Source: an optimization exercise on an open RTL-to-GDS flow (aim: small area and a short achievable clock period). Production flows keep margins and buffers that such runs may drop.
In this exercise RTL edits were held to simulation tests only and were not proved equivalent to the original.

==> job 6014 <==
## datapath
module datapath (
    input clk,
    input [1:0] op,
    input [4:0] rs1,
    input [4:0] rs2,
    input [4:0] rd,
    input alu_src,
    input [63:0] imm,
    input reg_write,
    output reg [63:0] result
);
  wire [63:0] rv1;
  wire [63:0] rv2;
  wire [63:0] alu_result;
  regfile regfile (
      .clk(clk),
      .write_ctrl(reg_write),
      .rs1(rs1),
      .rs2(rs2),
      .rd(rd),
      .data(alu_result),
      .rv1(rv1),
      .rv2(rv2)
  );
  alu alu (
      .op(op),
      .arg1(rv1),
      .arg2(alu_src ? imm : rv2),
      .result(alu_result)
  );
  always @(posedge clk) begin
    result <= alu_result;
  end
endmodule
==> module alu, before the edit <==
module alu (
    input [1:0] op,
    input [63:0] arg1,
    arg2,
    output reg [63:0] result
);
  localparam OP_AND = 2'b00;
  localparam OP_OR = 2'b01;
  localparam OP_ADD = 2'b10;
  localparam OP_SUB = 2'b11;
  always @(op, arg1, arg2) begin
    case (op)
      OP_AND: begin
        result = arg1 & arg2;
      end
      OP_OR: begin
        result = arg1 | arg2;
      end
      OP_ADD: begin
        result = arg1 + arg2;
      end
      OP_SUB: begin
        result = arg1 - arg2;
      end
    endcase
  end
endmodule
==> module datapath, before the edit <==
module datapath (
    input clk,
    input [1:0] op,
    input [4:0] rs1,
    input [4:0] rs2,
    input [4:0] rd,
    input alu_src,
    input [63:0] imm,
    input reg_write,
    output reg [63:0] result
);
  wire [63:0] rv1;
  wire [63:0] rv2;
  wire [63:0] alu_result;
  regfile regfile (
      .clk(clk),
      .write_ctrl(reg_write),
      .rs1(rs1),
      .rs2(rs2),
      .rd(rd),
      .data(alu_result),
      .rv1(rv1),
      .rv2(rv2)
  );
  alu alu (
      .op(op),
      .arg1(rv1),
      .arg2(alu_src ? imm : rv2),
      .result(alu_result)
  );
  always @(posedge clk) begin
    result <= alu_result;
  end
endmodule
clock: 8.0 ns
lec_check: 0
cap_margin: 20
core_margin: 2
core_utilization: 40
slew_margin: 20
run.sh (not shown) runs the stock make flow with config.mk's settings and CLKGATE_MAP_FILE= SYNTH_SCRIPT=/design/flow/synth_recipe.tcl, a recipe that flattens the netlist after the stock synthesis.
==> job 6620 (differences from job 6014) <==
--- a/flow/design.v
+++ b/flow/design.v
@@ -23,26 +23,165 @@
     input [1:0] op,
-    input [63:0] arg1,
-    arg2,
-    output reg [63:0] result
-);
-  localparam OP_AND = 2'b00;
-  localparam OP_OR = 2'b01;
-  localparam OP_ADD = 2'b10;
-  localparam OP_SUB = 2'b11;
-  always @(op, arg1, arg2) begin
-    case (op)
-      OP_AND: begin
-        result = arg1 & arg2;
+    input [63:0] arg1n,
+    input [63:0] arg2n,
+    output [63:0] result
+);
+  wire sub = op[0];
+  wire [63:0] t;    
+  wire [63:0] p0;   
+  wire [63:0] g0;   
+  wire [63:0] k0;   
+  genvar l, i;
+  generate
+    for (i = 0; i < 64; i = i + 1) begin : g_pg
+      g_xor2 u_t (.a(arg2n[i]), .b(sub), .y(t[i]));
+      g_xor2 u_p (.a(arg1n[i]), .b(t[i]), .y(p0[i]));
+      g_nor2 u_g (.a(arg1n[i]), .b(t[i]), .y(g0[i]));
+      g_nand2 u_k (.a(arg1n[i]), .b(t[i]), .y(k0[i]));
+    end
+  endgenerate
+  wire [63:0] G[0:6];
+  wire [63:0] P[0:6];
+  alu_g00 u_g00 (.an(arg1n[0]), .bn(arg2n[0]), .sub(sub), .y(G[0][0]));
+  assign G[0][63:1] = g0[63:1];
+  assign P[0] = k0;
+  generate
+    for (l = 0; l < 6; l = l + 1) begin : g_lvl
+      for (i = 0; i < 64; i = i + 1) begin : g_i
+        if (i >= (1 << l)) begin : g_op
+          if (l % 2 == 0) begin : g_pos
+            g_aoi21 u_g (.p(P[l][i]), .gl(G[l][i-(1<<l)]), .g(G[l][i]), .y(G[l+1][i]));
+            if (i >= (2 << l)) begin : g_pp
+              g_nand2 u_p (.a(P[l][i]), .b(P[l][i-(1<<l)]), .y(P[l+1][i]));
+            end else begin : g_pn
+              assign P[l+1][i] = 1'b1;
+            end
+          end else begin : g_neg
+            g_oai21 u_g (.pn(P[l][i]), .gln(G[l][i-(1<<l)]), .gn(G[l][i]), .y(G[l+1][i]));
+            if (i >= (2 << l)) begin : g_pp
+              g_nor2 u_p (.a(P[l][i]), .b(P[l][i-(1<<l)]), .y(P[l+1][i]));
+            end else begin : g_pn
+              assign P[l+1][i] = 1'b0;
+            end
+          end
+        end else begin : g_pass
+          g_inv u_g (.a(G[l][i]), .y(G[l+1][i]));
+          assign P[l+1][i] = 1'b0;
+        end
       end
-      OP_OR: begin
-        result = arg1 | arg2;
-      end
-      OP_ADD: begin
-        result = arg1 + arg2;
-      end
-      OP_SUB: begin
-        result = arg1 - arg2;
-      end
-    endcase
-  end
+    end
+  endgenerate
+  wire [63:0] c = {G[6][62:0], sub};
+  wire [63:0] logic_r;
+  alu_logic u_logic (.sel(op[0]), .an(arg1n), .bn(arg2n), .y(logic_r));
+  generate
+    for (i = 0; i < 64; i = i + 1) begin : g_out
+      wire x0n, x1n;
+      alu_pre u_pre (.p(p0[i]), .l(logic_r[i]), .arith(op[1]), .x0n(x0n), .x1n(x1n));
+      g_mux2i u_o (.a(x0n), .b(x1n), .s(c[i]), .y(result[i]));
+    end
+  endgenerate
+endmodule
+module alu_logic (
+    input sel,
+    input [63:0] an,
+    input [63:0] bn,
+    output [63:0] y
+);
+  assign y = sel ? ~(an & bn) : ~(an | bn);
+endmodule
+module alu_pre (
+    input p,
+    input l,
+    input arith,
+    output x0n,
+    output x1n
+);
+  assign x0n = ~(arith ? p : l);
+  assign x1n = ~(arith ? ~p : l);
+endmodule
+module alu_g00 (
+    input an,
+    input bn,
+    input sub,
+    output y
+);
+  assign y = sub ? ~(an & ~bn) : ~(an | bn);
+endmodule
+module g_aoi222 (
+    input a1, a2, b1, b2, c1, c2,
+    output y
+);
+  assign y = ~((a1 & a2) | (b1 & b2) | (c1 & c2));
+endmodule
+module g_nand4 (
+    input a, b, c, d,
+    output y
+);
+  assign y = ~(a & b & c & d);
+endmodule
+module g_nand3 (
+    input a, b, c,
+    output y
+);
+  assign y = ~(a & b & c);
+endmodule
+module g_nand2 (
+    input a, b,
+    output y
+);
+  assign y = ~(a & b);
+endmodule
+module g_nor3 (
+    input a, b, c,
+    output y
+);
+  assign y = ~(a | b | c);
+endmodule
+module g_nor2 (
+    input a, b,
+    output y
+);
+  assign y = ~(a | b);
+endmodule
+module g_inv (
+    input a,
+    output y
+);
+  assign y = ~a;
+endmodule
+module g_xor2 (
+    input a, b,
+    output y
+);
+  assign y = a ^ b;
+endmodule
+module g_aoi21 (
+    input p, gl, g,
+    output y
+);
+  assign y = ~(g | (p & gl));
+endmodule
+module g_oai21 (
+    input pn, gln, gn,
+    output y
+);
+  assign y = ~(gn & (pn | gln));
+endmodule
+module g_ao21 (
+    input p, gl, g,
+    output y
+);
+  assign y = g | (p & gl);
+endmodule
+module g_mux2i (
+    input a, b, s,
+    output y
+);
+  assign y = ~(s ? b : a);
+endmodule
+module g_xor3 (
+    input a, b, c,
+    output y
+);
+  assign y = a ^ b ^ c;
 endmodule
@@ -75,4 +214,4 @@
       .op(op),
-      .arg1(rv1),
-      .arg2(alu_src ? imm : rv2),
+      .arg1n(~rv1),
+      .arg2n(~(alu_src ? imm : rv2)),
       .result(alu_result)
==> flow/flow/run.sh (new file) <==
#!/bin/bash
# Layout flow: the standard layout, with every input and output port
# buffered by a plain buffer (buf_2) instead of the delay cell that
# buffer_ports picks by default. The resizer may upsize these buffers.
set -euo pipefail
bash standard.sh 'BUFFER_PORTS_ARGS=-buffer_cell sky130_fd_sc_hd__buf_2' finish > standard_flow.log 2>&1
==> flow/standard.sh (new file) <==
#!/bin/bash
# synth_recipe.tcl (not shown) runs the flow's synth.tcl, then flattens the netlist and writes it again
# the make line also repeats each setting of config.mk as NAME=value (left out here)
make -C /OpenROAD-flow-scripts/flow DESIGN_CONFIG=/design/flow/config.mk WORK_HOME=/design/flow/orfs CLKGATE_MAP_FILE= SYNTH_SCRIPT=/design/flow/synth_recipe.tcl "${@:-finish}"
--- a/flow/config.mk
+++ b/flow/config.mk
@@ -10,2 +10,5 @@
 export CORE_UTILIZATION = 40
+export SETUP_SLACK_MARGIN = 1.5
 export SLEW_MARGIN = 20
+export SYNTH_HIERARCHICAL = 1
+export SYNTH_MINIMUM_KEEP_SIZE = 0
removed: flow/run.sh
==> results.json <==
{
  "worstPathArrival_ns": 6.99,
  "outcome": "finished clean",
  "ys_top_cells_by_area": "edfxtp_1, mux4_2, mux2i_1",
  "ir_drop_v": 0.000200,
  "use_met3_pct": 4.93,
  "drt-met1-wl_microns": 142000
}
the above is filed under job 6620

==> results.json <==
{
  "outcome": "finished clean",
  "ir_drop_v": 0.000270,
  "nClkBuffers": 280,
  "worstPathArrival_ns": 8.38,
  "use_met3_pct": 5.61,
  "grt_antenna_before_repair": 19,
  "initialDrtViolationCount": 8585,
  "drt-met1-wl_microns": 143000
}
the above is filed under job 6014

## what the ideal ports hide
Ports are ideal in the flow. The routed layouts listed here were re-timed in OpenROAD. Step 1 assumes that a clkbuf_16 drives the clock port and a buf_2 every other input. Step 2 moves the port delays by t, midway between the first and last clock arrival at a register: inputs arrive t later, outputs are due t later. That takes back most of the time a late clock gives input paths. Three values: no drivers, after step 1, after step 2; two values: the first two.
run	t, ns	slack for setup (ns)	worst register clock-pin slew, ns	pins driven straight from the clock port
job 6014	0.974	0.228 / 0.259 / -0.716	0.07 / 0.07	1
job 6620	0.996	1.688 / 1.709 / 0.713	0.07 / 0.07	1
Met with ideal ports but missed after step 2: setup timing in job 6014. The setup slack of job 6620, which loses most, moves by +0.021 ns with the drivers and by -0.975 ns with both steps.
